Background: an optimization exercise with open tools, aiming at small area, a short achievable clock period and few clock cycles per item. Do not read the settings as production practice.
The RTL was checked by simulation tests, not by an equivalence proof against the original design.
Power and IR drop assume default switching activity.

## flow/design.v (module list and top-level ports; edited modules follow where they fit)
// module Ascii2Nt: 21 lines
// module Nt2Param: 19 lines
// module DP_BRAM: 40 lines
// module DIR_MEM: 28 lines
// module mux_1OfN: 25 lines
// module GACTX_NWPE: 342 lines
// module GACTX_BTLogic: 249 lines
// module GACTX_ArrayTop: 948 lines
// module gactx_tile: 67 lines
module gactx_tile (
    input         clk,
    input         rst,
    input         start,
    input  [155:0] in_param,
    input         reverse_ref_in,
    input         reverse_query_in,
    input         complement_ref_in,
    input         complement_query_in,
    input  [3:0]  ref_length,
    input  [3:0]  query_length,
    output [3:0]  ref_bram_rd_addr,
    input  [7:0]  ref_bram_data_in,
    output [3:0]  query_bram_rd_addr,
    input  [7:0]  query_bram_data_in,
    input  [11:0] y_in,
    input         start_last,
    output [11:0] max_score,
    output [3:0]  H_offset,
    input  [3:0]  max_H_offset,
    output [3:0]  V_offset,
    input  [3:0]  max_V_offset,
    output [3:0]  ref_max_score_pos,
    output [3:0]  query_max_score_pos,
    output [7:0]  num_tb_steps,
    output [1:0]  dir,
    output        dir_valid,
    output        done
);
  // ...
==> flow/flow/run.sh <==
#!/bin/bash
set -euo pipefail
bash standard.sh SETUP_SLACK_MARGIN=5.8 finish > flow_make.log 2>&1
==> flow/standard.sh <==
#!/bin/bash
# synth_recipe.tcl (not shown) runs the flow's synth.tcl, then flattens the netlist and writes it again
# the make line also repeats each setting of config.mk as NAME=value (left out here)
make -C /OpenROAD-flow-scripts/flow DESIGN_CONFIG=/design/flow/config.mk WORK_HOME=/design/flow/orfs CLKGATE_MAP_FILE= SYNTH_SCRIPT=/design/flow/synth_recipe.tcl "${@:-finish}"
==> flow/config.mk <==
export PLATFORM = sky130hd
export DESIGN_NAME = gactx_tile
export DESIGN_NICKNAME = gactx_tile
export VERILOG_FILES = /design/flow/design.v
export SDC_FILE = /design/flow/constraint.sdc
export NUM_CORES = 4
export LEC_CHECK = 0
export ABC_CLOCK_PERIOD_IN_PS = 4000
export CAP_MARGIN = 20
export CORE_MARGIN = 2
export CORE_UTILIZATION = 60
export SLEW_MARGIN = 20
==> flow/constraint.sdc <==
create_clock -name core_clock -period 10.0 [get_ports {clk}]
set_input_delay 2.0000 -clock core_clock [delete_from_list [all_inputs] [get_ports {clk}]]
set_output_delay 2.0000 -clock core_clock [all_outputs]
set_load 0.01 [all_outputs]
==> flow_metrics.env, run 1 <==
export IMPL_worst_path_dominant_cell_family="compound AO/OA/AOI/OAI gates"
export IMPL_firstDrtPassIters=9
export IMPL_status="timing/DRC/antenna clean"
export IMPL_cellLeakagePower_nw=58.9
export IMPL_num_fill_cells=17816
export IMPL_holdBufCountCts=0
export IMPL_nNonClkBuffers=797
export IMPL_n_clock_buffer=335
export IMPL_synth_seq_cells=2239
export IMPL_cts_htree_levels=4
export IMPL_seq_area_frac=0.313
export IMPL_cts_buffers=234
export IMPL_rsz0062_at_grt="yes"
export IMPL_setup_slack_ps=5350
export IMPL_post_cts_setup_buffer_count=135
export IMPL_inv_count=650
export IMPL_grt_use_met2=0.645
export IMPL_hp_start="u_array.init_in_0"
export IMPL_powerClk_mw=9.21
export IMPL_power_switching_mw=15.0
export IMPL_wl_met2_um=221000
export IMPL_maxPowerGroup="combinational cells"
export IMPL_track_usage=0.424
export IMPL_path_clk_slew_ps=60
export IMPL_cp_arrival_ps=5470
export IMPL_p_comb_frac=0.442
Testbench counts, summed over its fixed seeds: cycles 13,887, tiles 192.
==> module DP_BRAM, before the edit <==
module DP_BRAM #( 
  parameter ADDR_WIDTH = 4,
  parameter DATA_WIDTH = 8,
  parameter ASYNC_READ = 0,
  parameter USED = 2**ADDR_WIDTH
)(
  input clk,
  input rst,
  input [ADDR_WIDTH-1:0] raddr,
  input [ADDR_WIDTH-1:0] waddr,
  input wr_en,
  input [DATA_WIDTH-1:0] data_in,
  output [DATA_WIDTH-1:0] data_out);
  localparam DEPTH = USED;
  reg [DATA_WIDTH*DEPTH-1:0] mem;
  wire [DATA_WIDTH-1:0] rd_word = (raddr < DEPTH) ? mem[raddr*DATA_WIDTH +: DATA_WIDTH] : {DATA_WIDTH{1'b0}};
  genvar g;
  generate
  for (g = 0; g < DEPTH; g = g + 1) begin : entry
      always @(posedge clk) begin
          if (rst)
              mem[g*DATA_WIDTH +: DATA_WIDTH] <= {DATA_WIDTH{1'b0}};
          else if (wr_en == 1 && waddr == g)
              mem[g*DATA_WIDTH +: DATA_WIDTH] <= data_in;
      end
  end
  endgenerate
  generate
  if (ASYNC_READ) begin : rd_async
      assign data_out = rd_word;
  end
  else begin : rd_sync
      reg [DATA_WIDTH-1:0] data_out_r;
      always @(posedge clk) begin
          data_out_r <= rd_word;
      end
      assign data_out = data_out_r;
  end
  endgenerate
endmodule
==> module GACTX_NWPE, before the edit <==
module GACTX_NWPE #(
    parameter WIDTH = 10,
    parameter REF_WIDTH = 10,
    parameter BT_BRAM_ADDR_WIDTH = 10,
    parameter QUERY_LEN_WIDTH = 10,
    parameter LOG_NUM_PE = 2,
    parameter PE_ID = 0
)(
    input  clk,                      
    input  rst,                      
    input [13*WIDTH-1:0] in_param,
    input [3:0] q_nt_in,
    input q_zero_in,
    input [WIDTH-1:0] gap_open_in,
    input [WIDTH-1:0] gap_extend_in,
    input [WIDTH-1:0] y_in,
    input set_param,
    input  [WIDTH-1:0] V_in,         
    input  [WIDTH-1:0] M_in,         
    input  [WIDTH-1:0] F_in,         
    input  [WIDTH-1:0] E_in,         
    input  [2:0] T_in,               
    input  [2:0] T_nxt,              
    input  init_in,                  
    input  [WIDTH-1:0] init_V,       
    input  [WIDTH-1:0] init_E,       
    input  [WIDTH-1:0] init_M,       
    input start_final,
    input [BT_BRAM_ADDR_WIDTH-1:0] max_ref_pos_in,
    input [BT_BRAM_ADDR_WIDTH-1:0] max_ref_mod_in,
    input [QUERY_LEN_WIDTH-1:0] max_query_mod_in,
    input [QUERY_LEN_WIDTH-1:0] max_stripe_num_in,
    input [LOG_NUM_PE-1:0] max_query_pos_in,
    input [1:0] max_pe_state_in,
    input last_query_sent,
    input compute_max_in,
    input compute_global_max_in,
    input last,
    input last_in,
    input [WIDTH-1:0] global_max_in,
    input [WIDTH-1:0] max_with_y,
    input [REF_WIDTH-1:0] start_pos,
    input [REF_WIDTH-1:0] stop_pos,
    input [REF_WIDTH-1:0] ref_length,
    input [QUERY_LEN_WIDTH-1:0] query_length,
    input start_increment,
    input start_transmit_in,
    input [BT_BRAM_ADDR_WIDTH-1:0] current_position,
    output wire [WIDTH-1:0] global_max_out,
    output reg [BT_BRAM_ADDR_WIDTH-1:0] max_ref_pos_out,
    output reg [BT_BRAM_ADDR_WIDTH-1:0] max_ref_mod_out,
    output reg [LOG_NUM_PE-1:0] max_query_pos_out,
    output reg [QUERY_LEN_WIDTH-1:0] max_query_mod_out,
    output reg [1:0] max_pe_state_out,
    output reg [QUERY_LEN_WIDTH-1:0] max_stripe_num_out,
    output reg start_transmit_out,
    output reg compute_max_out,
    output reg compute_global_max_out,
    output reg last_out,
    output wire [WIDTH-1:0] V_out,        
    output wire [WIDTH-1:0] E_out,        
    output wire [WIDTH-1:0] F_out,        
    output wire [WIDTH-1:0] M_out,        
    output wire [WIDTH-1:0] Fg_out,       
    output wire [WIDTH-1:0] Mg_out,       
    output wire [2:0] T_out,              
    output wire [2:0] T_nxt_out,          
    output wire init_out,                 
    output reg dir_valid,
    output wire [BT_BRAM_ADDR_WIDTH-1:0] dir_addr, 
    output reg signed [3:0] dir, 
    output wire max_with_y_out,
    output reg [REF_WIDTH-1:0] curr_ref_mod
    );
    localparam ZERO=0, MATCH=3, VER=1, HOR=2;
    reg [2:0] T;
    reg signed [WIDTH-1:0] V_diag;
    reg signed [WIDTH-1:0] F_diag;
    reg signed [WIDTH-1:0] E_diag;
    reg signed [WIDTH-1:0] V;
    reg signed [WIDTH-1:0] M;
    reg signed [WIDTH-1:0] F;
    reg signed [WIDTH-1:0] Mg;
    reg signed [WIDTH-1:0] Eg;
    reg signed [WIDTH-1:0] Fg;
    reg signed [WIDTH-1:0] rew;
    reg signed [WIDTH-1:0] rew_nxt;
    reg signed [WIDTH-1:0] max_V;
    reg store_S;
    reg init;
    reg reg_last;
    reg [BT_BRAM_ADDR_WIDTH-1:0] curr_ref_pos;
    reg [QUERY_LEN_WIDTH-1:0] stripe_num;
    reg [QUERY_LEN_WIDTH-1:0] curr_query_mod;
    reg [REF_WIDTH-1:0] curr_start_pos;
    reg [REF_WIDTH-1:0] prev_start_pos;
    reg [3:0] q_nt;
    reg q_zero;
    wire [4*WIDTH-1:0] q_param;
    Nt2Param #(
        .PE_WIDTH(WIDTH)
    ) q_nt2param (
        .nt(q_nt),
        .in_param(in_param),
        .out_param(q_param)
    );
    wire signed [WIDTH-1:0] sub_A = q_zero ? {WIDTH{1'b0}} : q_param[4*WIDTH-1-:WIDTH];
    wire signed [WIDTH-1:0] sub_C = q_zero ? {WIDTH{1'b0}} : q_param[3*WIDTH-1-:WIDTH];
    wire signed [WIDTH-1:0] sub_G = q_zero ? {WIDTH{1'b0}} : q_param[2*WIDTH-1-:WIDTH];
    wire signed [WIDTH-1:0] sub_T = q_zero ? {WIDTH{1'b0}} : q_param[WIDTH-1:0];
    wire signed [WIDTH-1:0] sub_N = in_param[3*WIDTH-1-:WIDTH];
    wire signed [WIDTH-1:0] gap_open = gap_open_in;
    wire signed [WIDTH-1:0] gap_extend = gap_extend_in;
    reg signed [WIDTH-1:0] match_score;
    reg signed [WIDTH-1:0] match_scoreF;
    reg signed [WIDTH-1:0] match_scoreE;
    reg signed [WIDTH-1:0] match_scoreV;
    reg signed [WIDTH-1:0] new_E;
    reg signed [WIDTH-1:0] new_M;
    reg signed [WIDTH-1:0] new_F;
    reg signed [WIDTH-1:0] new_V;
    reg [3:0] new_dir;
    reg signed [WIDTH-1:0] global_max_out_reg;
    reg [1:0] pe_state;
    reg [1:0] last_pe_state;
    reg compute_global_max_in_reg;
    reg stop_last_query_sent;
    assign global_max_out = global_max_out_reg;
    assign V_out = V;
    assign M_out = M;
    assign E_out = {WIDTH{1'b0}};
    assign Mg_out = Mg;
    assign Fg_out = Fg;
    assign F_out = F;
    assign T_out = T;
    assign T_nxt_out = (rst || set_param) ? T : T_in;
    assign init_out = init;
    assign store_S_out = store_S;
    assign dir_addr = curr_ref_pos-1;
    always @(*) begin
        case (T_nxt)
            3'b000 : rew_nxt = sub_N;
            3'b001 : rew_nxt = sub_A;
            3'b010 : rew_nxt = sub_C;
            3'b011 : rew_nxt = sub_G;
            3'b100 : rew_nxt = sub_T;
            default : rew_nxt = 0;
        endcase
    end
    always @(posedge clk) begin
        rew <= rew_nxt;
    end
    reg signed [WIDTH-1:0] ga, gb, gc, gd;
    reg e_sel, f_sel, m_ge_a, m_ge_b, m_ge_c, m_ge_d, c_ge_a, c_ge_b, d_ge_a, d_ge_b;
    reg m_ge_E, m_ge_F, F_ge_E;
    reg signed [WIDTH-1:0] new_Eg, new_Fg, new_Mg;
    always @(*) begin
        ga = Mg;         
        gb = Eg;         
        gc = M_in;       
        gd = F_in;       
        match_score = V_diag + rew;
        new_Mg = V_diag + rew + gap_open;
        e_sel  = (ga >= gb);
        f_sel  = (gc >= gd);
        m_ge_a = (match_score >= ga);
        m_ge_b = (match_score >= gb);
        m_ge_c = (match_score >= gc);
        m_ge_d = (match_score >= gd);
        c_ge_a = (gc >= ga);
        c_ge_b = (gc >= gb);
        d_ge_a = (gd >= ga);
        d_ge_b = (gd >= gb);
        new_E = e_sel ? ga : gb;
        new_F = f_sel ? gc : gd;
        new_Eg = e_sel ? (ga + gap_extend) : (gb + gap_extend);
        new_Fg = f_sel ? (gc + gap_extend) : (gd + gap_extend);
        new_dir[3] = e_sel;
        new_dir[2] = f_sel;
        m_ge_E = e_sel ? m_ge_a : m_ge_b;
        m_ge_F = f_sel ? m_ge_c : m_ge_d;
        F_ge_E = f_sel ? (e_sel ? c_ge_a : c_ge_b) : (e_sel ? d_ge_a : d_ge_b);
        if (m_ge_E && m_ge_F) begin
            new_V = match_score;
            pe_state = MATCH;
            new_dir[1:0] = 3;
        end
        else if (F_ge_E) begin
            new_V = new_F;
            pe_state = VER;
            new_dir[1:0] = 1;
        end
        else begin
            new_V = new_E;
            pe_state = HOR;
            new_dir[1:0] = 2;
        end
    end
    always @(posedge clk) begin
        if (!rst && !set_param && init_in)
            last_pe_state <= pe_state;
    end
    wire maxV_ge_Vin = ($signed(max_V) >= $signed(V_in));
    wire gin_ge_V = ($signed(global_max_in) >= $signed(V));
    always @(posedge clk) begin
        if (rst) begin
            max_ref_pos_out <= 0;
            max_ref_mod_out <= 0;
            max_query_mod_out <= 0;
            max_pe_state_out <= 0;
            max_V <= 0;
            max_stripe_num_out <= 0;
        end
        else if ((init == 1'b1) && ((reg_last == 1'b1) || (stop_last_query_sent==0 &&  $signed(V) >= $signed(max_V)))) begin
            max_ref_pos_out <= curr_ref_pos - 1;
            max_ref_mod_out <= curr_ref_mod - 1;
            max_query_mod_out <= curr_query_mod - 1;
            max_pe_state_out <= last_pe_state;
            max_V <= V;
            max_stripe_num_out <= stripe_num;
        end
        else if (compute_max_in) begin
            if (((!maxV_ge_Vin) || (last_in == 1'b1)) && (reg_last == 1'b0)) begin
                max_ref_pos_out <= max_ref_pos_in;
                max_ref_mod_out <= max_ref_mod_in;
                max_query_mod_out <= max_query_mod_in;
                max_pe_state_out <= max_pe_state_in;
                max_stripe_num_out <= max_stripe_num_in;
            end
        end
    end
    always @(posedge clk) begin
        if (rst) begin
            T <= 0;
            V_diag <= 0;
            F_diag <= 0;
            E_diag <= 0;
            V <= 0;
            store_S <= 0;
            init <= 0;
            dir <= 0;
            dir_valid <= 0;
            curr_ref_pos <= 0;
            curr_ref_mod <= 0;
            prev_start_pos <= 0;
            curr_start_pos <= 0;
            curr_query_mod <= 0;
            max_query_pos_out <= PE_ID;
            compute_max_out <= 0;
            compute_global_max_out <= 0;
            reg_last <= 0;
            stripe_num <= -1;
            stop_last_query_sent <= 0;
        end 
        else if (set_param) begin
            q_nt <= q_nt_in;
            q_zero <= q_zero_in;
            reg_last <= last;
            init <= 0; 
            dir_valid <= 0;
            curr_start_pos <= start_pos;
            prev_start_pos <= curr_start_pos;
            curr_ref_pos <= current_position;
            curr_ref_mod <= start_pos;
            curr_query_mod <= curr_query_mod + 1;
            V <= init_V;
            Eg <= init_E + gap_extend_in;
            Mg <= init_M + gap_open_in;
            stop_last_query_sent <= last_query_sent;
            stripe_num <= stripe_num +1;
            F_diag <= (2'b11) << (WIDTH-2);
            E_diag <= (2'b11) << (WIDTH-2);
            if((curr_query_mod==0 && PE_ID==0)) begin
                V_diag <= init_V - gap_open_in;
            end
            else if(start_pos == 0) begin
                V_diag <= init_V - gap_extend_in;
            end
            else begin
                V_diag <= (2'b11) << (WIDTH-2);
            end
        end 
        else begin
            init <= init_in;
            T <= T_in;
            compute_max_out <= compute_max_in;
            compute_global_max_out <= compute_global_max_in;
            last_out <= (reg_last | last_in);
            compute_global_max_in_reg <= compute_global_max_in;
            start_transmit_out <= start_transmit_in;
            if (init_in) begin
                Eg <= new_Eg;
                Fg <= new_Fg;
                Mg <= new_Mg;
                F <= new_F;
                M <= match_score;
                V_diag <= V_in;
                F_diag <= F_in;
                E_diag <= E_in;
                V <= new_V;
                dir <= new_dir;
                dir_valid <= 1;
                curr_ref_mod <= curr_ref_mod + 1;
                curr_ref_pos <= curr_ref_pos +1;
            end 
            else if (compute_max_in) begin
                if ((((maxV_ge_Vin) || (reg_last == 1'b1))) && (last_in == 1'b0)) begin
                    V <= max_V;
                    max_query_pos_out <= PE_ID;
                end
                else begin
                    max_query_pos_out <= max_query_pos_in;
                    V <= V_in; 
                end
                dir_valid <= 0;
            end 
            else begin
                dir_valid <= 0;
            end
        end
    end
    generate
        assign max_with_y_out = ($signed(V) >= $signed(max_with_y)) ? 1 : 0;
    endgenerate
    always@(posedge clk) begin
        if(rst) begin
            global_max_out_reg <= 0;
        end
        else if (!set_param) begin
            if(compute_global_max_in ==1) begin
                if(gin_ge_V && $signed(global_max_in) > $signed(global_max_out)) begin
                    global_max_out_reg <= global_max_in;
                end
                else begin
                    if($signed(global_max_out) < $signed(V) && !gin_ge_V) begin
                        global_max_out_reg <= V;
                    end
                end
            end
        end
    end
endmodule
==> module GACTX_BTLogic, before the edit <==
module GACTX_BTLogic #(
  parameter ADDR_WIDTH = 20,
  parameter REF_LEN_WIDTH = 12,
  parameter LOG_NUM_PE = 6
)
(
    input clk,
    input rst,
    input start,
    input [REF_LEN_WIDTH-1:0] ref_length,
    input [ADDR_WIDTH-1:0] max_score_mod_addr,
    input [ADDR_WIDTH-1:0] max_score_addr,
    input [LOG_NUM_PE-1:0] max_score_pe,
    input [1:0] max_score_pe_state,
    input [3:0] input_dir,
    input [3:0] input_dir_diag,
    input [REF_LEN_WIDTH-1:0] start_pos,
    input [REF_LEN_WIDTH-1:0] next_stop_pos,
    input [REF_LEN_WIDTH-1:0] max_stripe_num,
    output reg [ADDR_WIDTH-1:0] next_addr,
    output reg [LOG_NUM_PE-1:0] next_pe,
    output wire [ADDR_WIDTH-1:0] next_addr_diag,
    output wire [LOG_NUM_PE-1:0] next_pe_diag,
    output wire addr_valid,
    output wire [1:0] dir,
    output wire dir_valid,
    output wire [REF_LEN_WIDTH-1:0] start_pos_addr,
    output wire [REF_LEN_WIDTH-1:0] next_stop_pos_addr,
    output reg [REF_LEN_WIDTH-1:0] H_offset,
    input [REF_LEN_WIDTH-1:0] max_H_offset,
    output reg [REF_LEN_WIDTH-1:0] V_offset,
    input [REF_LEN_WIDTH-1:0] max_V_offset,
    output reg [ADDR_WIDTH+LOG_NUM_PE-1:0] num_tb_steps,
    output done
);
  localparam MAX_PE = (2**LOG_NUM_PE) - 1;
  reg [REF_LEN_WIDTH-1:0] max_stripe;
  reg [ADDR_WIDTH-1:0] mod_count;
  reg [1:0] next_pe_state;
  reg [2:0] state;
  reg [2:0] next_state;
  reg final_H;
  reg final_V;
  reg stripe_change;
  reg stripe0;
  reg [REF_LEN_WIDTH-1:0] curr_start_pos;
  reg [REF_LEN_WIDTH-1:0] curr_stop_pos;
  reg [REF_LEN_WIDTH-1:0] position_addr;
  localparam WAIT=0, BLOCK0=1, BLOCK1=2, BLOCK2=3, CALC=4, DONE=5;
  localparam ZERO=0, M=3, V=1, H=2;
  wire [LOG_NUM_PE-1:0] next_pe_decr_mod;
  wire [ADDR_WIDTH-1:0] next_addr_mod;
  wire [REF_LEN_WIDTH-1:0] next_V_offset;
  wire [REF_LEN_WIDTH-1:0] next_H_offset;
  assign done = (state == DONE);
  assign dir_valid = (state == CALC) && (dir != 0);
  assign addr_valid = (next_state == CALC);
  assign dir = next_pe_state;
  reg [REF_LEN_WIDTH-1:0] position_addr_nxt;
  always @(*) begin
      position_addr_nxt = position_addr;
      if (!rst) begin
          if (state == WAIT)
              position_addr_nxt = (max_stripe_num > 0) ? (max_stripe_num - 1) : 0;
          else if (state == CALC && (next_pe_state == M || next_pe_state == V) && next_pe == 0 && position_addr > 0)
              position_addr_nxt = position_addr - 1;
      end
  end
  assign start_pos_addr = position_addr_nxt;
  assign next_stop_pos_addr = position_addr_nxt;
  reg [ADDR_WIDTH-1:0] stripe_off1;    
  reg [ADDR_WIDTH-1:0] stripe_off2;    
  always @(posedge clk) begin
      curr_start_pos <= start_pos;
      curr_stop_pos <= next_stop_pos;
      stripe_off1 <= start_pos - next_stop_pos - 1;
      stripe_off2 <= start_pos - next_stop_pos - 2;
  end
  assign next_pe_decr_mod = (next_pe == 0) ? MAX_PE : (next_pe - 1);
  assign next_addr_mod = (next_pe == 0) ? (next_addr + stripe_off2) : (next_addr - 1);
  assign next_addr_diag = next_addr_mod;
  assign next_pe_diag = next_pe_decr_mod;
  assign next_V_offset = ((next_pe_state == M) || (next_pe_state == V)) ? (V_offset + 1) : V_offset;
  assign next_H_offset = ((next_pe_state == M) || (next_pe_state == H)) ? (H_offset + 1) : H_offset;
  always @(posedge clk) begin
      if (rst) begin
          state <= WAIT;
      end
      else begin
          state <= next_state;
          case (state)
              WAIT: begin
                  stripe0 <= 0;
                  max_stripe <= max_stripe_num;
                  mod_count <= max_score_mod_addr;
                  next_addr <= max_score_addr;
                  next_pe <= max_score_pe; 
                  next_pe_state <= max_score_pe_state;
                  H_offset <= 0;
                  V_offset <= 0;
                  num_tb_steps <= 0;
                  final_H <= 0;
                  final_V <= 0;
                  stripe_change <= 0;
                  if(max_stripe_num > 0) begin
                      position_addr <= max_stripe_num - 1;
                  end
                  else begin
                      stripe0 <= 1;
                      position_addr <= 0;
                  end
              end
              BLOCK0: begin
              end
              BLOCK1: begin
              end
              BLOCK2: begin
              end
              CALC: begin
                  H_offset <= next_H_offset;
                  V_offset <= next_V_offset;
                  num_tb_steps <= num_tb_steps + (dir != 0);
                  if (next_pe_state == M) begin
                      if (next_pe == 0 && position_addr > 0) begin
                          position_addr <= position_addr - 1;
                      end
                      else if(next_pe == 0 && position_addr == 0) begin
                          stripe0 <= 1;
                      end
                      if(next_pe==0 && next_addr ==0) begin
                          next_pe_state <= ZERO;
                      end
                      else begin
                          if(mod_count == 0 && ((stripe0 == 1 && next_pe > 0) || (stripe0 == 0))) begin
                              final_V <= 1;
                              next_pe_state <= V;
                              if (next_pe == 0 && stripe0 == 0) begin
                                  next_pe <= MAX_PE;
                                  next_addr <= next_addr + stripe_off1;
                              end
                              else begin
                                  next_pe <= next_pe - 1;
                              end
                          end
                          else if ((next_pe==0 && mod_count > 0) && (next_addr < curr_stop_pos) && (stripe0 == 1)) begin
                              next_pe_state <= H;
                              final_H <= 1;
                              mod_count <= mod_count - 1;
                              next_addr <= next_addr - 1;
                          end
                          else begin 
                              if (next_pe == 0 && stripe0 == 0) begin
                                  next_addr <= next_addr + stripe_off2;
                                  next_pe <= MAX_PE;
                              end
                              else begin
                                  next_addr <= next_addr - 1;
                                  next_pe <= next_pe - 1;
                              end
                              next_pe_state <= input_dir_diag[1:0];
                              mod_count <= mod_count - 1;
                          end
                      end
                  end
                  else if (next_pe_state == V) begin
                      if (next_pe == 0 && position_addr > 0) begin
                          position_addr <= position_addr - 1;
                      end
                      else if(next_pe == 0 && position_addr == 0) begin
                          stripe0 <= 1;
                      end
                      if(next_pe==0 && next_addr==0) begin
                          next_pe_state <= ZERO;
                          final_V <= 0;
                      end
                      else begin
                          if ((next_pe == 0 && mod_count > 0) && (next_addr < curr_stop_pos) && (stripe0 == 1)) begin
                              next_pe_state <= H; 
                              final_H <= 1;
                          end
                          else begin
                              if (next_pe == 0 && stripe0 == 0) begin
                                  next_pe <= MAX_PE;
                                  next_addr <= next_addr + stripe_off1;
                              end
                              else begin
                                  next_pe <= next_pe - 1;
                              end
                              if(input_dir[2] == 0 || final_V) begin
                                  next_pe_state <= V;
                              end
                              else begin
                                  next_pe_state <= M;
                              end
                          end
                      end
                  end
                  else if (next_pe_state == H) begin
                      if(next_addr == 0 && next_pe == 0) begin
                          next_pe_state <= ZERO;
                          final_H <= 0;
                      end
                      else begin
                          if(mod_count == 0 && ((stripe0 == 1 && next_pe > 0) || (stripe0 == 0))) begin
                              final_V <= 1;
                              next_pe_state <= V;
                          end
                          else begin
                              if (input_dir[3] == 0 || (final_H && next_addr > 0)) begin
                                  next_pe_state <= H;
                              end
                              else begin
                                  next_pe_state <= M;
                              end
                          end
                          mod_count <= mod_count - 1;
                          next_addr <= next_addr - 1;
                      end
                  end
              end
             DONE: begin
             end
         endcase
     end
  end
  always @(*) 
  begin
      next_state = state;
      case (state)
          WAIT:
              if (start)
                  next_state = CALC;
          BLOCK0:
              next_state = BLOCK1;
          BLOCK1:
              next_state = BLOCK2;
          BLOCK2:
              next_state = CALC;
          CALC:
              if ((next_pe_state == ZERO) || (next_H_offset == max_H_offset) || (next_V_offset == max_V_offset)
                  || (next_pe == 0 && next_addr == 0))
                  next_state = DONE;
              else
                  next_state = CALC;
          DONE:
              next_state = WAIT;
      endcase
  end
endmodule
==> run 2, diff against run 1 <==
--- a/flow/design.v
+++ b/flow/design.v
@@ -37,50 +37,75 @@
             default : out_param = {{(4*PE_WIDTH){1'b0}}};
         endcase
     end
 endmodule
 module DP_BRAM #( 
   parameter ADDR_WIDTH = 4,
   parameter DATA_WIDTH = 8,
   parameter ASYNC_READ = 0,
-  parameter USED = 2**ADDR_WIDTH
+  parameter USED = 2**ADDR_WIDTH,
+  parameter VALID_BITS = 0
 )(
   input clk,
   input rst,
   input [ADDR_WIDTH-1:0] raddr,
   input [ADDR_WIDTH-1:0] waddr,
   input wr_en,
   input [DATA_WIDTH-1:0] data_in,
-  output [DATA_WIDTH-1:0] data_out);
+  output [DATA_WIDTH-1:0] data_out,
+  output [DATA_WIDTH*USED-1:0] contents);
   localparam DEPTH = USED;
   reg [DATA_WIDTH*DEPTH-1:0] mem;
+  assign contents = mem;
   wire [DATA_WIDTH-1:0] rd_word = (raddr < DEPTH) ? mem[raddr*DATA_WIDTH +: DATA_WIDTH] : {DATA_WIDTH{1'b0}};
   genvar g;
   generate
+  if (VALID_BITS) begin : vb
+      reg [DEPTH-1:0] valid;
+      for (g = 0; g < DEPTH; g = g + 1) begin : entry
+          always @(posedge clk) begin
+              if (rst)
+                  valid[g] <= 1'b0;
+              else if (wr_en == 1 && waddr == g)
+                  valid[g] <= 1'b1;
+          end
+          always @(posedge clk) begin
+              if (!rst && wr_en == 1 && waddr == g)
+                  mem[g*DATA_WIDTH +: DATA_WIDTH] <= data_in;
+          end
+      end
+      reg [DATA_WIDTH-1:0] data_out_r;
+      reg valid_r;
+      always @(posedge clk) begin
+          data_out_r <= (raddr < DEPTH) ? mem[raddr*DATA_WIDTH +: DATA_WIDTH] : {DATA_WIDTH{1'b0}};
+          valid_r <= (raddr < DEPTH) ? valid[raddr] : 1'b0;
+      end
+      assign data_out = valid_r ? data_out_r : {DATA_WIDTH{1'b0}};
+  end
+  else begin : nvb
   for (g = 0; g < DEPTH; g = g + 1) begin : entry
       always @(posedge clk) begin
           if (rst)
               mem[g*DATA_WIDTH +: DATA_WIDTH] <= {DATA_WIDTH{1'b0}};
           else if (wr_en == 1 && waddr == g)
               mem[g*DATA_WIDTH +: DATA_WIDTH] <= data_in;
       end
   end
-  endgenerate
-  generate
   if (ASYNC_READ) begin : rd_async
       assign data_out = rd_word;
   end
   else begin : rd_sync
       reg [DATA_WIDTH-1:0] data_out_r;
       always @(posedge clk) begin
           data_out_r <= rd_word;
       end
       assign data_out = data_out_r;
   end
+  end
   endgenerate
 endmodule
 module DIR_MEM #(
   parameter ADDR_WIDTH = 6,
   parameter USED = 2**ADDR_WIDTH
 )(
   input clk,
   input rst,
@@ -181,16 +206,23 @@
     input [BT_BRAM_ADDR_WIDTH-1:0] current_position,
     output wire [WIDTH-1:0] global_max_out,
     output reg [BT_BRAM_ADDR_WIDTH-1:0] max_ref_pos_out,
     output reg [BT_BRAM_ADDR_WIDTH-1:0] max_ref_mod_out,
     output reg [LOG_NUM_PE-1:0] max_query_pos_out,
     output reg [QUERY_LEN_WIDTH-1:0] max_query_mod_out,
     output reg [1:0] max_pe_state_out,
     output reg [QUERY_LEN_WIDTH-1:0] max_stripe_num_out,
+    output [WIDTH-1:0] cm_V_next,
+    output [BT_BRAM_ADDR_WIDTH-1:0] cm_ref_pos_next,
+    output [BT_BRAM_ADDR_WIDTH-1:0] cm_ref_mod_next,
+    output [LOG_NUM_PE-1:0] cm_query_pos_next,
+    output [QUERY_LEN_WIDTH-1:0] cm_query_mod_next,
+    output [1:0] cm_pe_state_next,
+    output [QUERY_LEN_WIDTH-1:0] cm_stripe_num_next,
     output reg start_transmit_out,
     output reg compute_max_out,
     output reg compute_global_max_out,
     output reg last_out,
     output wire [WIDTH-1:0] V_out,        
     output wire [WIDTH-1:0] E_out,        
     output wire [WIDTH-1:0] F_out,        
     output wire [WIDTH-1:0] M_out,        
@@ -279,45 +311,37 @@
             3'b100 : rew_nxt = sub_T;
             default : rew_nxt = 0;
         endcase
     end
     always @(posedge clk) begin
         rew <= rew_nxt;
     end
     reg signed [WIDTH-1:0] ga, gb, gc, gd;
-    reg e_sel, f_sel, m_ge_a, m_ge_b, m_ge_c, m_ge_d, c_ge_a, c_ge_b, d_ge_a, d_ge_b;
+    reg e_sel, f_sel;
     reg m_ge_E, m_ge_F, F_ge_E;
     reg signed [WIDTH-1:0] new_Eg, new_Fg, new_Mg;
     always @(*) begin
         ga = Mg;         
         gb = Eg;         
         gc = M_in;       
         gd = F_in;       
         match_score = V_diag + rew;
         new_Mg = V_diag + rew + gap_open;
         e_sel  = (ga >= gb);
         f_sel  = (gc >= gd);
-        m_ge_a = (match_score >= ga);
-        m_ge_b = (match_score >= gb);
-        m_ge_c = (match_score >= gc);
-        m_ge_d = (match_score >= gd);
-        c_ge_a = (gc >= ga);
-        c_ge_b = (gc >= gb);
-        d_ge_a = (gd >= ga);
-        d_ge_b = (gd >= gb);
         new_E = e_sel ? ga : gb;
         new_F = f_sel ? gc : gd;
         new_Eg = e_sel ? (ga + gap_extend) : (gb + gap_extend);
         new_Fg = f_sel ? (gc + gap_extend) : (gd + gap_extend);
         new_dir[3] = e_sel;
         new_dir[2] = f_sel;
-        m_ge_E = e_sel ? m_ge_a : m_ge_b;
-        m_ge_F = f_sel ? m_ge_c : m_ge_d;
-        F_ge_E = f_sel ? (e_sel ? c_ge_a : c_ge_b) : (e_sel ? d_ge_a : d_ge_b);
+        m_ge_E = (match_score >= new_E);
+        m_ge_F = (match_score >= new_F);
+        F_ge_E = (new_F >= new_E);
         if (m_ge_E && m_ge_F) begin
             new_V = match_score;
             pe_state = MATCH;
             new_dir[1:0] = 3;
         end
         else if (F_ge_E) begin
             new_V = new_F;
             pe_state = VER;
@@ -330,16 +354,25 @@
         end
     end
     always @(posedge clk) begin
         if (!rst && !set_param && init_in)
             last_pe_state <= pe_state;
     end
     wire maxV_ge_Vin = ($signed(max_V) >= $signed(V_in));
     wire gin_ge_V = ($signed(global_max_in) >= $signed(V));
+    wire cm_take_in = ((!maxV_ge_Vin) || (last_in == 1'b1)) && (reg_last == 1'b0);
+    wire cm_keep_V = ((maxV_ge_Vin) || (reg_last == 1'b1)) && (last_in == 1'b0);
+    assign cm_V_next = cm_keep_V ? max_V : V_in;
+    assign cm_query_pos_next = cm_keep_V ? PE_ID : max_query_pos_in;
+    assign cm_ref_pos_next = cm_take_in ? max_ref_pos_in : max_ref_pos_out;
+    assign cm_ref_mod_next = cm_take_in ? max_ref_mod_in : max_ref_mod_out;
+    assign cm_query_mod_next = cm_take_in ? max_query_mod_in : max_query_mod_out;
+    assign cm_pe_state_next = cm_take_in ? max_pe_state_in : max_pe_state_out;
+    assign cm_stripe_num_next = cm_take_in ? max_stripe_num_in : max_stripe_num_out;
     always @(posedge clk) begin
         if (rst) begin
             max_ref_pos_out <= 0;
             max_ref_mod_out <= 0;
             max_query_mod_out <= 0;
             max_pe_state_out <= 0;
             max_V <= 0;
             max_stripe_num_out <= 0;
@@ -484,28 +517,28 @@
     input start,
     input [REF_LEN_WIDTH-1:0] ref_length,
     input [ADDR_WIDTH-1:0] max_score_mod_addr,
     input [ADDR_WIDTH-1:0] max_score_addr,
     input [LOG_NUM_PE-1:0] max_score_pe,
     input [1:0] max_score_pe_state,
     input [3:0] input_dir,
     input [3:0] input_dir_diag,
-    input [REF_LEN_WIDTH-1:0] start_pos,
-    input [REF_LEN_WIDTH-1:0] next_stop_pos,
+    input [2*ADDR_WIDTH-1:0] off1_tab,
+    input [2*ADDR_WIDTH-1:0] off2_tab,
+    input [2*REF_LEN_WIDTH-1:0] stop_tab,
     input [REF_LEN_WIDTH-1:0] max_stripe_num,
     output reg [ADDR_WIDTH-1:0] next_addr,
     output reg [LOG_NUM_PE-1:0] next_pe,
     output wire [ADDR_WIDTH-1:0] next_addr_diag,
+    output wire [ADDR_WIDTH-1:0] next_addr_wrap,
     output wire [LOG_NUM_PE-1:0] next_pe_diag,
     output wire addr_valid,
     output wire [1:0] dir,
     output wire dir_valid,
-    output wire [REF_LEN_WIDTH-1:0] start_pos_addr,
-    output wire [REF_LEN_WIDTH-1:0] next_stop_pos_addr,
     output reg [REF_LEN_WIDTH-1:0] H_offset,
     input [REF_LEN_WIDTH-1:0] max_H_offset,
     output reg [REF_LEN_WIDTH-1:0] V_offset,
     input [REF_LEN_WIDTH-1:0] max_V_offset,
     output reg [ADDR_WIDTH+LOG_NUM_PE-1:0] num_tb_steps,
     output done
 );
   localparam MAX_PE = (2**LOG_NUM_PE) - 1;
@@ -526,39 +559,25 @@
   wire [LOG_NUM_PE-1:0] next_pe_decr_mod;
   wire [ADDR_WIDTH-1:0] next_addr_mod;
   wire [REF_LEN_WIDTH-1:0] next_V_offset;
   wire [REF_LEN_WIDTH-1:0] next_H_offset;
   assign done = (state == DONE);
   assign dir_valid = (state == CALC) && (dir != 0);
   assign addr_valid = (next_state == CALC);
   assign dir = next_pe_state;
-  reg [REF_LEN_WIDTH-1:0] position_addr_nxt;
+  wire [ADDR_WIDTH-1:0] stripe_off1 = position_addr[0] ? off1_tab[2*ADDR_WIDTH-1-:ADDR_WIDTH] : off1_tab[ADDR_WIDTH-1:0];
+  wire [ADDR_WIDTH-1:0] stripe_off2 = position_addr[0] ? off2_tab[2*ADDR_WIDTH-1-:ADDR_WIDTH] : off2_tab[ADDR_WIDTH-1:0];
   always @(*) begin
-      position_addr_nxt = position_addr;
-      if (!rst) begin
-          if (state == WAIT)
-              position_addr_nxt = (max_stripe_num > 0) ? (max_stripe_num - 1) : 0;
-          else if (state == CALC && (next_pe_state == M || next_pe_state == V) && next_pe == 0 && position_addr > 0)
-              position_addr_nxt = position_addr - 1;
-      end
-  end
-  assign start_pos_addr = position_addr_nxt;
-  assign next_stop_pos_addr = position_addr_nxt;
-  reg [ADDR_WIDTH-1:0] stripe_off1;    
-  reg [ADDR_WIDTH-1:0] stripe_off2;    
-  always @(posedge clk) begin
-      curr_start_pos <= start_pos;
-      curr_stop_pos <= next_stop_pos;
-      stripe_off1 <= start_pos - next_stop_pos - 1;
-      stripe_off2 <= start_pos - next_stop_pos - 2;
+      curr_stop_pos = position_addr[0] ? stop_tab[2*REF_LEN_WIDTH-1-:REF_LEN_WIDTH] : stop_tab[REF_LEN_WIDTH-1:0];
   end
   assign next_pe_decr_mod = (next_pe == 0) ? MAX_PE : (next_pe - 1);
   assign next_addr_mod = (next_pe == 0) ? (next_addr + stripe_off2) : (next_addr - 1);
   assign next_addr_diag = next_addr_mod;
+  assign next_addr_wrap = next_addr + stripe_off2;
   assign next_pe_diag = next_pe_decr_mod;
   assign next_V_offset = ((next_pe_state == M) || (next_pe_state == V)) ? (V_offset + 1) : V_offset;
   assign next_H_offset = ((next_pe_state == M) || (next_pe_state == H)) ? (H_offset + 1) : H_offset;
   always @(posedge clk) begin
       if (rst) begin
           state <= WAIT;
       end
       else begin
@@ -795,16 +814,26 @@
     wire [PE_WIDTH-1:0] M_in[0:NUM_PE-1];
     wire [PE_WIDTH-1:0] E_in[0:NUM_PE-1];
     wire [PE_WIDTH-1:0] F_out[0:NUM_PE-1];
     wire [2:0] T_out[0:NUM_PE-1];
     wire [PE_WIDTH-1:0] V_out[0:NUM_PE-1];
     wire [PE_WIDTH-1:0] M_out[0:NUM_PE-1];
     wire [PE_WIDTH-1:0] E_out[0:NUM_PE-1];
     reg [PE_WIDTH-1:0] reg_init_V;
+    reg [PE_WIDTH-1:0] reg_init_V_m_go;
+    reg [PE_WIDTH-1:0] reg_init_V_m_ge;
+    reg [PE_WIDTH-1:0] c00_m_go, c00_p_go, c00_p_ge;
+    always @(posedge clk) begin
+        c00_m_go <= ((2'b11) << (PE_WIDTH-2)) - gap_open;
+        c00_p_go <= ((2'b11) << (PE_WIDTH-2)) + gap_open;
+        c00_p_ge <= ((2'b11) << (PE_WIDTH-2)) + gap_extend;
+    end
+    wire [PE_WIDTH-1:0] init_V_m_go = (start_pos == 0) ? reg_init_V_m_go : c00_m_go;
+    wire [PE_WIDTH-1:0] init_V_m_ge = reg_init_V_m_ge;
     wire [PE_WIDTH-1:0] init_V;
     wire [PE_WIDTH-1:0] init_M;
     wire [PE_WIDTH-1:0] init_E;
     wire [3:0] pe_dir [0:NUM_PE-1];
     wire [BT_BRAM_ADDR_WIDTH-1:0] pe_dir_addr [0:NUM_PE-1];
     wire [BT_BRAM_ADDR_WIDTH-1:0] bt_current_addr [0:NUM_PE-1];
     wire pe_dir_valid [0:NUM_PE-1];
     wire pe_dir_valid_y_drop [0:NUM_PE-1];
@@ -818,16 +847,23 @@
     wire [BT_BRAM_ADDR_WIDTH-1:0] max_ref_mod_out [0:NUM_PE-1];
     wire [LOG_NUM_PE-1:0] max_query_pos_in [0:NUM_PE-1];
     wire [LOG_NUM_PE-1:0] max_query_pos_out [0:NUM_PE-1];
     wire [QUERY_LEN_WIDTH-1:0] max_query_mod_in [0:NUM_PE-1];
     wire [QUERY_LEN_WIDTH-1:0] max_query_mod_out [0:NUM_PE-1];
     wire [QUERY_LEN_WIDTH-1:0] max_stripe_num_out [0:NUM_PE-1];
     wire [QUERY_LEN_WIDTH-1:0] max_stripe_num_in [0:NUM_PE-1];
     wire [1:0] max_pe_state_in [0:NUM_PE-1];
+    wire [PE_WIDTH-1:0] cm_V_next [0:NUM_PE-1];
+    wire [BT_BRAM_ADDR_WIDTH-1:0] cm_ref_pos_next [0:NUM_PE-1];
+    wire [BT_BRAM_ADDR_WIDTH-1:0] cm_ref_mod_next [0:NUM_PE-1];
+    wire [LOG_NUM_PE-1:0] cm_query_pos_next [0:NUM_PE-1];
+    wire [QUERY_LEN_WIDTH-1:0] cm_query_mod_next [0:NUM_PE-1];
+    wire [1:0] cm_pe_state_next [0:NUM_PE-1];
+    wire [QUERY_LEN_WIDTH-1:0] cm_stripe_num_next [0:NUM_PE-1];
     wire [1:0] max_pe_state_out [0:NUM_PE-1];
     wire max_with_y_out [0:NUM_PE-1];
     wire [PE_WIDTH-1:0] global_max_in [0:NUM_PE-1];
     wire [PE_WIDTH-1:0] global_max_out [0:NUM_PE-1];
     wire compute_global_max_in [0:NUM_PE-1];
     wire compute_global_max_out [0:NUM_PE-1];
     wire compute_max_in [0:NUM_PE-1];
     wire compute_max_out [0:NUM_PE-1];
@@ -855,24 +891,38 @@
     wire [1:0] bt_logic_max_score_pe_state;
     wire [3:0] bt_logic_input_dir;
     wire [3:0] bt_logic_input_dir_diag;
     wire [BT_BRAM_ADDR_WIDTH-1:0] bt_logic_next_addr;
     wire [BT_BRAM_ADDR_WIDTH-1:0] bt_logic_next_addr_diag;
     wire [LOG_NUM_PE-1:0] bt_logic_next_pe;
     wire [LOG_NUM_PE-1:0] bt_logic_next_pe_diag;
     wire bt_logic_addr_valid;
+    wire [BT_BRAM_ADDR_WIDTH-1:0] bt_logic_next_addr_wrap;
     wire [1:0] bt_logic_dir_out;
     wire [REF_LEN_WIDTH-1:0] bt_logic_H_offset;
     wire [REF_LEN_WIDTH-1:0] bt_logic_V_offset;
     wire bt_logic_dir_valid;
     wire bt_logic_done;
     reg [REF_LEN_WIDTH-1:0] bt_ref_length;
     wire[BT_BRAM_ADDR_WIDTH+LOG_NUM_PE-1:0] bt_logic_num_tb_steps;
     wire [REF_LEN_WIDTH-1:0] bt_start_pos;
+    wire [2*REF_LEN_WIDTH-1:0] start_pos_tab;
+    wire [2*REF_LEN_WIDTH-1:0] stop_pos_tab;
+    reg [2*BT_BRAM_ADDR_WIDTH-1:0] bt_off1_tab;
+    reg [2*BT_BRAM_ADDR_WIDTH-1:0] bt_off2_tab;
+    reg [2*REF_LEN_WIDTH-1:0] bt_stop_tab;
+    integer ti;
+    always @(posedge clk) begin
+        for (ti = 0; ti < 2; ti = ti + 1) begin
+            bt_off1_tab[ti*BT_BRAM_ADDR_WIDTH +: BT_BRAM_ADDR_WIDTH] <= {{(BT_BRAM_ADDR_WIDTH-REF_LEN_WIDTH){1'b0}}, start_pos_tab[ti*REF_LEN_WIDTH +: REF_LEN_WIDTH]} - stop_pos_tab[ti*REF_LEN_WIDTH +: REF_LEN_WIDTH] - 1;
+            bt_off2_tab[ti*BT_BRAM_ADDR_WIDTH +: BT_BRAM_ADDR_WIDTH] <= {{(BT_BRAM_ADDR_WIDTH-REF_LEN_WIDTH){1'b0}}, start_pos_tab[ti*REF_LEN_WIDTH +: REF_LEN_WIDTH]} - stop_pos_tab[ti*REF_LEN_WIDTH +: REF_LEN_WIDTH] - 2;
+        end
+        bt_stop_tab <= stop_pos_tab;
+    end
     wire [REF_LEN_WIDTH-1:0] bt_next_stop_pos;
     wire [QUERY_LEN_WIDTH-1:0] bt_max_stripe_num;
     wire [REF_LEN_WIDTH-1:0] bt_start_pos_addr;
     wire [REF_LEN_WIDTH-1:0] bt_next_stop_pos_addr;
     wire start_final;
     wire stop_final;
     wire stop;
     wire [QUERY_LEN_WIDTH-1:0] rd_start_pos_counter;
@@ -1089,30 +1139,34 @@
                       prev_start_pos <= 0;
                       if (reverse_query_in) begin
                           query_bram_rd_addr <= query_length - 1;
                       end
                       else begin
                           query_bram_rd_addr <= 0;
                       end
                       reg_init_V <= in_param[2*PE_WIDTH-1-:PE_WIDTH];
+                      reg_init_V_m_go <= 0;
+                      reg_init_V_m_ge <= in_param[2*PE_WIDTH-1-:PE_WIDTH] - in_param[PE_WIDTH-1:0];
                       current_position <= 0;
                   end
               end
               READ_PARAM_FIFO: begin
                   wr_start_pos_counter_reg <= 0;
                   wr_stop_pos_counter_reg <= 0;
                   prev_start_pos <= 0;
                   if (reverse_query) begin
                       query_bram_rd_addr <= query_length - 1;
                   end
                   else begin
                       query_bram_rd_addr <= 0;
                   end
                   reg_init_V <= gap_open;
+                  reg_init_V_m_go <= 0;
+                  reg_init_V_m_ge <= gap_open - gap_extend;
                   if(first_query_block == 1) begin
                       current_position <= 0;
                   end
               end
               SET_PARAM: begin
                   if (reverse_query) begin
                       query_bram_rd_addr <= query_bram_rd_addr - 1;
                   end
@@ -1133,16 +1187,18 @@
                           last <= 0;
                       end
                   end
                   else begin
                       state_wr_en_reg <= 0;
                       prev_start_pos <= start_pos;
                       set_param <= (set_param << 1);
                       reg_init_V <= reg_init_V + gap_extend;
+                  reg_init_V_m_go <= reg_init_V_m_go + gap_extend;
+                  reg_init_V_m_ge <= reg_init_V_m_ge + gap_extend;
                       if ((start_last == 1'b1) && (curr_query_len + 1 == query_length)) begin
                           last <= (set_param << 1);
                       end
                       else begin
                           last <= 0;
                       end
                   end
               end
@@ -1192,21 +1248,23 @@
               STREAM_REF_STOP: begin
                   init_in_0 <= 0;              
                   compute_global_max_in_0 <= 0;
                   first_query_block <= 0;
                   current_position <= current_position + stop_pos - prev_start_pos + 1;
                   wr_start_pos_counter_reg <= wr_start_pos_counter_reg +1;
                   wr_stop_pos_counter_reg <= wr_stop_pos_counter_reg +1;
                   reg_init_V <= reg_init_V + gap_extend;
+                  reg_init_V_m_go <= reg_init_V_m_go + gap_extend;
+                  reg_init_V_m_ge <= reg_init_V_m_ge + gap_extend;
               end
-              COMPUTE_MAX_WAIT: if (compute_max_out[NUM_PE-1] == 1'b1) begin
-                  max_score <= V_out[NUM_PE-1];
-                  ref_max_score_pos <= max_ref_mod_out[NUM_PE-1];
-                  query_max_score_pos <= (max_query_mod_out[NUM_PE-1] << LOG_NUM_PE) + max_query_pos_out[NUM_PE-1];
+              COMPUTE_MAX_WAIT: if (compute_max_out[NUM_PE-2] == 1'b1) begin
+                  max_score <= cm_V_next[NUM_PE-1];
+                  ref_max_score_pos <= cm_ref_mod_next[NUM_PE-1];
+                  query_max_score_pos <= (cm_query_mod_next[NUM_PE-1] << LOG_NUM_PE) + cm_query_pos_next[NUM_PE-1];
               end
           endcase
       end
   end
   assign stall = 0;
   genvar j;
   assign {sub_A_in, sub_C_in, sub_G_in, sub_T_in} = param;
   assign init_E = ((2'b11) << (PE_WIDTH-2));  
@@ -1353,16 +1411,23 @@
           .init_V (init_V),
           .init_M (init_M),
           .init_in (init_in[k]),
           .start_transmit_in(start_transmit_in[k]),
           .start_transmit_out(start_transmit_out[k]),
           .start_final(start_final),
           .max_stripe_num_in(max_stripe_num_in[k]),
           .max_stripe_num_out(max_stripe_num_out[k]),
+          .cm_V_next(cm_V_next[k]),
+          .cm_ref_pos_next(cm_ref_pos_next[k]),
+          .cm_ref_mod_next(cm_ref_mod_next[k]),
+          .cm_query_pos_next(cm_query_pos_next[k]),
+          .cm_query_mod_next(cm_query_mod_next[k]),
+          .cm_pe_state_next(cm_pe_state_next[k]),
+          .cm_stripe_num_next(cm_stripe_num_next[k]),
           .max_ref_pos_in (max_ref_pos_in[k]),
           .max_ref_mod_in (max_ref_mod_in[k]),
           .max_query_pos_in (max_query_pos_in[k]),
           .max_query_mod_in (max_query_mod_in[k]),
           .max_pe_state_in (max_pe_state_in[k]),
           .compute_max_in(compute_max_in[k]),
           .last (last[k]),
           .last_in (last_in[k]),
@@ -1423,156 +1488,112 @@
           .USED(48)  
       ) bt_dp_bram (
       .clk(clk),
       .rst(rst),
       .waddr(pe_dir_addr[k]),
       .wr_en(pe_dir_valid[k]),
       .data_in(pe_dir[k]),
       .raddr_a(bt_logic_next_addr),
-      .raddr_b((k == NUM_PE-1) ? bt_logic_next_addr_diag : (bt_logic_next_addr - 1'b1)),
+      .raddr_b((k == NUM_PE-1) ? bt_logic_next_addr_wrap : (bt_logic_next_addr - 1'b1)),
       .data_a(bt_rd_a[k]),
       .data_b(bt_rd_b[k]));
   end
   endgenerate
   assign bt_logic_input_dir = {bt_rd_a[bt_logic_next_pe], 2'b00};
   assign bt_logic_input_dir_diag = {2'b00, bt_rd_b[bt_logic_next_pe_diag]};
   assign wr_start_pos_en = wr_start_pos_en_reg | state_wr_en_reg;
   assign start_pos_in  = start_pos_in_reg;
   assign wr_start_pos_counter = wr_start_pos_counter_reg;
   DP_BRAM #(
       .ADDR_WIDTH(REF_LEN_WIDTH),
       .DATA_WIDTH(REF_LEN_WIDTH),
       .ASYNC_READ(1),
-      .USED(4)  
+      .USED(2)  
   ) start_pos_dpbram
   (
       .clk(clk),
       .rst(rst),
       .raddr(bt_start_pos_addr),
       .waddr(wr_start_pos_counter),
       .wr_en(wr_start_pos_en),
       .data_in(start_pos_in),
-      .data_out(bt_start_pos)
+      .data_out(bt_start_pos),
+      .contents(start_pos_tab)
   );
   assign wr_stop_pos_en = wr_stop_pos_en_reg | state_wr_en_reg;
   assign stop_pos_in  = stop_pos_in_reg;
   assign wr_stop_pos_counter = wr_stop_pos_counter_reg;
   DP_BRAM #(
       .ADDR_WIDTH(REF_LEN_WIDTH),
       .DATA_WIDTH(REF_LEN_WIDTH),
       .ASYNC_READ(1),
-      .USED(4)  
+      .USED(2)  
   ) stop_pos_dpbram
   (
       .clk(clk),
       .rst(rst),
       .raddr(bt_next_stop_pos_addr),
       .waddr(wr_stop_pos_counter),
       .wr_en(wr_stop_pos_en),
       .data_in(stop_pos_in),
-      .data_out(bt_next_stop_pos)
+      .data_out(bt_next_stop_pos),
+      .contents(stop_pos_tab)
   );
   assign V_intern_fifo_wr_en = init_out[NUM_PE-1];
   assign V_intern_fifo_wr_data_in = V_out[NUM_PE-1];
   assign V_dpbram_waddr = start_pos_pe[NUM_PE-1]-1;
-  DP_BRAM #(
-      .ADDR_WIDTH(REF_LEN_WIDTH),
-      .DATA_WIDTH(PE_WIDTH),
-      .USED(15)  
-  ) V_dpbram
-  (
-      .clk(clk),
-      .rst(rst),
-      .raddr(first_pe_counter),
-      .waddr(V_dpbram_waddr),
-      .wr_en(V_intern_fifo_wr_en),
-      .data_in(V_intern_fifo_wr_data_in),
-      .data_out(V_intern_fifo_rd_data_out)
-  );
-  assign M_intern_fifo_wr_en = init_out[NUM_PE-1]; 
   assign M_intern_fifo_wr_data_in = M_out[NUM_PE-1];
-  assign M_dpbram_waddr = start_pos_pe[NUM_PE-1]-1;
-  DP_BRAM #(
-      .ADDR_WIDTH(REF_LEN_WIDTH),
-      .DATA_WIDTH(PE_WIDTH),
-      .USED(15)  
-  ) M_dpbram
-  (
-      .clk(clk),
-      .rst(rst),
-      .raddr(first_pe_counter),
-      .waddr(M_dpbram_waddr),
-      .wr_en(M_intern_fifo_wr_en),
-      .data_in(M_intern_fifo_wr_data_in),
-      .data_out(M_intern_fifo_rd_data_out)
-  );
-  assign F_intern_fifo_wr_en = init_out[NUM_PE-1];
   assign F_intern_fifo_wr_data_in = F_out[NUM_PE-1];
-  assign F_dpbram_waddr = start_pos_pe[NUM_PE-1]-1;
   DP_BRAM #(
       .ADDR_WIDTH(REF_LEN_WIDTH),
-      .DATA_WIDTH(PE_WIDTH),
-      .USED(15)  
-  ) F_dpbram
+      .DATA_WIDTH(3*PE_WIDTH),
+      .USED(15),  
+      .VALID_BITS(1)
+  ) VMF_dpbram
   (
       .clk(clk),
       .rst(rst),
       .raddr(first_pe_counter),
-      .waddr(F_dpbram_waddr),
-      .wr_en(F_intern_fifo_wr_en),
-      .data_in(F_intern_fifo_wr_data_in),
-      .data_out(F_intern_fifo_rd_data_out)
-  );
-  assign E_intern_fifo_wr_en = init_out[NUM_PE-1];
-  assign E_intern_fifo_wr_data_in = E_out[NUM_PE-1];
-  assign E_dpbram_waddr = start_pos_pe[NUM_PE-1]-1;
-  DP_BRAM #(
-      .ADDR_WIDTH(REF_LEN_WIDTH),
-      .DATA_WIDTH(PE_WIDTH),
-      .USED(15)  
-  ) E_dpbram
-  (
-      .clk(clk),
-      .rst(rst),
-      .raddr(first_pe_counter),
-      .waddr(E_dpbram_waddr),
-      .wr_en(E_intern_fifo_wr_en),
-      .data_in(E_intern_fifo_wr_data_in),
-      .data_out(E_intern_fifo_rd_data_out)
+      .waddr(V_dpbram_waddr),
+      .wr_en(V_intern_fifo_wr_en),
+      .data_in({V_intern_fifo_wr_data_in, M_intern_fifo_wr_data_in, F_intern_fifo_wr_data_in}),
+      .data_out({V_intern_fifo_rd_data_out, M_intern_fifo_rd_data_out, F_intern_fifo_rd_data_out}),
+      .contents()
   );
-  assign bt_logic_start = (state == COMPUTE_MAX_WAIT) && (compute_max_out[NUM_PE-1] == 1'b1);
-  assign bt_logic_max_score_addr = max_ref_pos_out[NUM_PE-1];
-  assign bt_logic_max_score_mod_addr = max_ref_mod_out[NUM_PE-1];
-  assign bt_logic_max_score_pe = max_query_pos_out[NUM_PE-1];
-  assign bt_logic_max_score_pe_state = max_pe_state_out[NUM_PE-1];  
-  assign bt_max_stripe_num = max_stripe_num_out[NUM_PE-1];
+  assign E_intern_fifo_rd_data_out = {PE_WIDTH{1'b0}};
+  assign bt_logic_start = (state == COMPUTE_MAX_WAIT) && (compute_max_out[NUM_PE-2] == 1'b1);
+  assign bt_logic_max_score_addr = cm_ref_pos_next[NUM_PE-1];
+  assign bt_logic_max_score_mod_addr = cm_ref_mod_next[NUM_PE-1];
+  assign bt_logic_max_score_pe = cm_query_pos_next[NUM_PE-1];
+  assign bt_logic_max_score_pe_state = cm_pe_state_next[NUM_PE-1];
+  assign bt_max_stripe_num = cm_stripe_num_next[NUM_PE-1];
   GACTX_BTLogic #(
       .ADDR_WIDTH(BT_BRAM_ADDR_WIDTH),
       .REF_LEN_WIDTH(REF_LEN_WIDTH),
       .LOG_NUM_PE(LOG_NUM_PE)
   ) inst_bt_logic (
       .clk(clk),
       .rst(rst),
       .start(bt_logic_start),
       .ref_length(bt_ref_length),
       .max_score_addr(bt_logic_max_score_addr),
       .max_score_mod_addr(bt_logic_max_score_mod_addr),
       .max_score_pe(bt_logic_max_score_pe),
       .max_score_pe_state(bt_logic_max_score_pe_state),
       .input_dir(bt_logic_input_dir),
       .input_dir_diag(bt_logic_input_dir_diag),
-      .start_pos(bt_start_pos),
-      .next_stop_pos(bt_next_stop_pos),
+      .off1_tab(bt_off1_tab),
+      .off2_tab(bt_off2_tab),
+      .stop_tab(bt_stop_tab),
       .max_stripe_num(bt_max_stripe_num),
-      .start_pos_addr(bt_start_pos_addr),
-      .next_stop_pos_addr(bt_next_stop_pos_addr),
       .next_addr(bt_logic_next_addr),
       .next_pe(bt_logic_next_pe),
       .next_addr_diag(bt_logic_next_addr_diag),
+      .next_addr_wrap(bt_logic_next_addr_wrap),
       .next_pe_diag(bt_logic_next_pe_diag),
       .addr_valid(bt_logic_addr_valid),
       .dir(bt_logic_dir_out),
       .dir_valid(bt_logic_dir_valid),
       .H_offset(bt_logic_H_offset),
       .max_H_offset(max_H_offset),
       .V_offset(bt_logic_V_offset),
       .max_V_offset(max_V_offset),
@@ -1646,17 +1667,17 @@
               end
               STREAM_REF_DONE: begin
                   state <= COMPUTE_MAX_START;
               end
               COMPUTE_MAX_START: begin
                   state <= COMPUTE_MAX_WAIT;
               end
               COMPUTE_MAX_WAIT: begin
-                  if (compute_max_out[NUM_PE-1] == 1'b1) begin
+                  if (compute_max_out[NUM_PE-2] == 1'b1) begin
                       state <= BT_WAIT;
                   end
               end
               BT_START: begin
                   state <= BT_WAIT;
               end
               BT_WAIT: begin
                   if (bt_logic_done) begin
==> flow/run.sh (new file) <==
#!/bin/bash
# synth_recipe.tcl (not shown) runs the flow's synth.tcl, then flattens the netlist and writes it again
# the make line also repeats each setting of config.mk as NAME=value (left out here)
make -C /OpenROAD-flow-scripts/flow DESIGN_CONFIG=/design/flow/config.mk WORK_HOME=/design/flow/orfs CLKGATE_MAP_FILE= SYNTH_SCRIPT=/design/flow/synth_recipe.tcl finish
==> flow/config.mk (replaced) <==
export PLATFORM = sky130hd
export DESIGN_NAME = gactx_tile
export DESIGN_NICKNAME = gactx_tile
export VERILOG_FILES = /design/flow/design.v
export SDC_FILE = /design/flow/constraint.sdc
export NUM_CORES = 4
export LEC_CHECK = 0
export ABC_CLOCK_PERIOD_IN_PS = 4000
export CAP_MARGIN = 20
export CORE_MARGIN = 2
export CORE_UTILIZATION = 55
export SETUP_SLACK_MARGIN = 5
export SLEW_MARGIN = 20
removed: flow/flow/run.sh
removed: flow/standard.sh
==> flow_metrics.env, run 2 <==
export IMPL_status="timing/DRC/antenna clean"
export IMPL_via_count=108188
export IMPL_crit_required_ps=10710
export IMPL_fmax_mhz=201
export IMPL_clock_root_buffer="clkbuf_16"
export IMPL_largestRegisters="u_array.bram_gen.bt_dp_bram.mem (768), u_array.VMF_dpbram.mem (540)"
export IMPL_placed_area_um2=135000
export IMPL_antenna_found_initial=21
export IMPL_cts_tree="done"
export IMPL_die_x_um=489
export IMPL_async_reset_ff_frac=0
export IMPL_syn_area_um2=130000
export IMPL_path_clk_slew_ps=60
export IMPL_seqPwrFrac=0.302
export IMPL_reg2reg_slack_ps=5020
export IMPL_slew_headroom=0.146
export IMPL_area_delta_synth_final_pct=12.5
export IMPL_irDropWorstVdd_mv=0.239
export IMPL_grt_pass1_vias=101310
export IMPL_die_area_um2=239000
export IMPL_syn_nets=14550
export IMPL_layout_commonest_cell="dfxtp_1"
export IMPL_regArea_um2=53900
export IMPL_grt_max_degree=150
export IMPL_grt_overflow_total=0
export IMPL_power_switching_share=0.413
export IMPL_min_to="u_array.bt_stop_tab[6]"
export IMPL_ys_seq_area_frac=0.415
export IMPL_multi_input_area_um2=71000
export IMPL_synth_xor_area_share=0.0284
export IMPL_largest_reg_flops=768
export IMPL_chipHeight_um=489
export IMPL_rr_startpoint="u_array.pe_gen[2].inst_nwpe.Mg[2]"
export IMPL_tns_ps=0
export IMPL_period_minus_slack_ps=4980
export IMPL_synthCells=13436
export IMPL_post_route_drc_count=0
export IMPL_drtIter0Drc=12162
export IMPL_hpwlAfterDp_um=316000
export IMPL_finish_instance_area_um2=146000
export IMPL_p_comb_frac=0.460
export IMPL_routedWlPerCell_um=27.2
export IMPL_crit_fanout=11
export IMPL_grt_pass1_wl_um=664000
export IMPL_syn_area_per_cell_um2=9.64
export IMPL_ys_types=101
export IMPL_hp_start="u_array.stop_pos_dpbram.mem[6]"
export IMPL_worstMarginPinSlew_ps=1280
export IMPL_rsz0062_at_grt="yes"
export IMPL_synth_edf_count=872
export IMPL_worstReg2RegEnd="u_array.pe_gen[2].inst_nwpe.V[8]"
export IMPL_startpoint_type="flip-flop"
export IMPL_cp_arrival_ps=5690
export IMPL_power_switching_mw=15.9
export IMPL_whs_path_depth=0
export IMPL_firstDrtPassIters=9
export IMPL_synth_adder_area_share=0.0899
export IMPL_synth_seq_cells=2253
export IMPL_setup_worst_path_end_class="flip-flop"
export IMPL_track_usage=0.369
export IMPL_pwr_share_clk=0.238
export IMPL_yosys_area_share_simple=0.126
export IMPL_hold_path_class="reg -> reg"
export IMPL_cts_buffers=235
export IMPL_portBuffers=253
export IMPL_cts_htree_levels=4
export IMPL_synth_area_mux_share=0.130
export IMPL_path_class="reg -> reg"
export IMPL_cellLeakagePower_nw=55.2
export IMPL_slew_violations=0
export IMPL_synth_compound_area_frac=0.161
export IMPL_synth_most_common_cell="dfxtp_1"
export IMPL_finalWeightedCongestion=0.984
export IMPL_drtAntennaViolNets=0
export IMPL_ys_warn_count=17
export IMPL_num_fill_cells=19481
export IMPL_maxCapViolCount=0
export IMPL_top_register="u_array.bram_gen.bt_dp_bram.mem"
export IMPL_powerDensity_nw_per_um2=264
export IMPL_rows=178
export IMPL_hold_violations=0
export IMPL_yosys_area_top_type="dfxtp_1"
export IMPL_cts_buffer_depth=3
export IMPL_synth_area_leaders="dfxtp_1 21%, edfxtp_1 20%, ha_1 8.4%"
export IMPL_routed_via_density=6.45
export IMPL_synth_top_family_by_area="compound AO/OA/AOI/OAI gates"
export IMPL_cts_sinks=2253
export IMPL_setup_viol=0
export IMPL_io_pins=256
export IMPL_fin_hold_ws_ps=392
export IMPL_drive_above_1_share=0.117
export IMPL_fin_crit_sh=0.498
export IMPL_layout_common_cells="1355 x dfxtp_1, 1267 x nand2_1, 1134 x a21oi_1"
export IMPL_drt_wl_total_um=457000
export IMPL_synthFlopType="dfxtp_1"
export IMPL_start_util=0.552
export IMPL_final_nets=14524
export IMPL_synth_commonest_cells="1381 x dfxtp_1, 1273 x nand2_1, 1176 x a21oi_1"
export IMPL_finalClockSkew_ps=106
export IMPL_p_int_mw=22.6
export IMPL_r2r_cells=22
export IMPL_clk_latency_ps=930
export IMPL_core_area_um2=235000
export IMPL_synth_top_area_frac=0.213
==> run 2: cell types whose count changed after synthesis, sizes merged, moves of 62 or more <==
cell,change
ha,-270
mux2i,+62
nand2,-1093
nand4,-68
dfxtp,-526
edfxtp,+540
o21ai,-65
a21oi,-558
inv,+75
nand3,-98
nor2b,-97
mux2,-62
clkbuf,-192
==> run 2: worst max-delay path by stage <==
stage                                                   from                                           end  slack (ps)  cells after the start
final                      u_array.pe_gen[2].inst_nwpe.Mg[2]              u_array.pe_gen[2].inst_nwpe.V[8]        5020                     22
after global routing      u_array.pe_gen[2].inst_nwpe.rew[1]              u_array.pe_gen[2].inst_nwpe.V[8]        4800                     24
after CTS                        u_array.start_pos_in_reg[2]        u_array.pe_gen[0].inst_nwpe.V_diag[10]        4950                     17
after detailed placement   u_array.pe_gen[2].inst_nwpe.Mg[2]  u_array.pe_gen[2].inst_nwpe.last_pe_state[1]        3700                     16
after global placement     u_array.pe_gen[2].inst_nwpe.Mg[2]  u_array.pe_gen[2].inst_nwpe.last_pe_state[1]        3770                     16
after floorplan            u_array.pe_gen[1].inst_nwpe.Mg[1]             u_array.pe_gen[1].inst_nwpe.V[11]        5060                     15
==> run 2: through the flow <==
stage               std cells  utilization  worst slack [ps]  power [mW]
floorplan               13436            -              5060        22.3
global route            16768        0.621              4800        40.3
detailed placement      16194        0.576              3700        27.7
finish                  16776        0.621              5020        38.5
CTS                     16676        0.614              4950        37.3
global placement        16193        0.576              3770        27.3
==> run 2: cell type report <==
type	count	area share
clock buffers	319	0.0454
flip-flops and latches	2253	0.370
inverters	731	0.0189
repair buffers	663	0.0408
diodes	9	0.000155
well taps	3150	0.0270
multi-input cells	9526	0.487
clock inverters	125	0.0104
==> run 2: critical path: stages, from the launching register on <==
cell and delay, ps:
edfxtp_1 450, ha_1 330, and3_4 210, a221o_1 380, a21oi_4 210, buf_4 140
a21o_2 190, mux2_2 420, inv_1 150, ha_1 170, nand3_1 120, nor2_4 150
nand3_2 100, o21ai_2 160, o21ai_0 130, o2111ai_2 340, a21oi_4 100, a211oi_4 290
buf_4 180, buf_8 150, clkinvlp_4 150, o22ai_4 170, a311oi_2 110
==> run 2: power by group through the flow <==
| stage | Combinational (mW) | Clock [mW] | Sequential (mW) |
|---|---|---|---|
| after detailed placement | 15.9 | 0 | 11.8 |
| final | 17.7 | 9.16 | 11.6 |
| after global placement | 15.6 | 0 | 11.8 |
| after floorplan | 11.1 | 0 | 11.2 |
| after global routing | 19.0 | 9.61 | 11.7 |
| after CTS | 16.4 | 9.24 | 11.6 |
==> run 2: metal layers <==
layer / up-vias / GRT usage / part of all wire
li1: 48714 / - / -
met3: 1130 / 0.0595 / 0.084
met5: - / 0 / 0.00015
met4: 10 / 0.190 / 0.061
met1: 53177 / 0.503 / 0.41
met2: 5157 / 0.567 / 0.44
==> run 2: cell families (layout without fill, tap and decap cells) <==
group / Yosys count / after routing
fa+ha+maj: 911 / 911
xor+xnor: 417 / 417
compound gates: 3270 / 3273
other cells: 0 / 9
mux: 1216 / 1216
simple gates: 3707 / 3709
buf+inv: 1662 / 1838
flops: 2253 / 2253
==> run 2: timing repair <==
| item | 4_1_cts | 5_1_grt |
|---|---|---|
| pin swaps | 17 | 44 |
| resized for setup | 111 | 153 |
| endpoints found under the setup margin | 81 | 95 |
| buffers inserted | 36 | 83 |
| hold buffers | 0 | 0 |
| cloned | 2 | 8 |
Testbench counts of run 2, summed over its fixed seeds: cycles 13,695, tiles 192.

-- port drivers added, routing unchanged --
How much do the figures lean on ideal ports? The routed layouts below were timed once more, with nothing changed but the port constraints.
Step 1 assumes that a clkbuf_16 drives the clock port and a buf_2 every other input.
Step 2 adds t to the input delays and takes it off the output delays; t is the mean of the earliest and latest rising clock arrival at the registers after step 1. Input paths then give back, and output paths get back, about the clock's delay inside the block.
Slacks: no drivers / after step 1 / after step 2; pairs: no drivers / after step 1.
run | t, ns | slack for setup (ns) | latest minus earliest clock arrival (ns)
run 1 | 1.002 | 5.348 / 5.348 / 4.944 | 0.110 / 0.109
run 2 | 0.974 | 5.021 / 5.021 / 4.188 | 0.109 / 0.109
After both steps setup and hold are still met in every run listed. The setup slack of run 2, which loses most, moves by 0.000 ns with the drivers and by -0.833 ns with both steps.
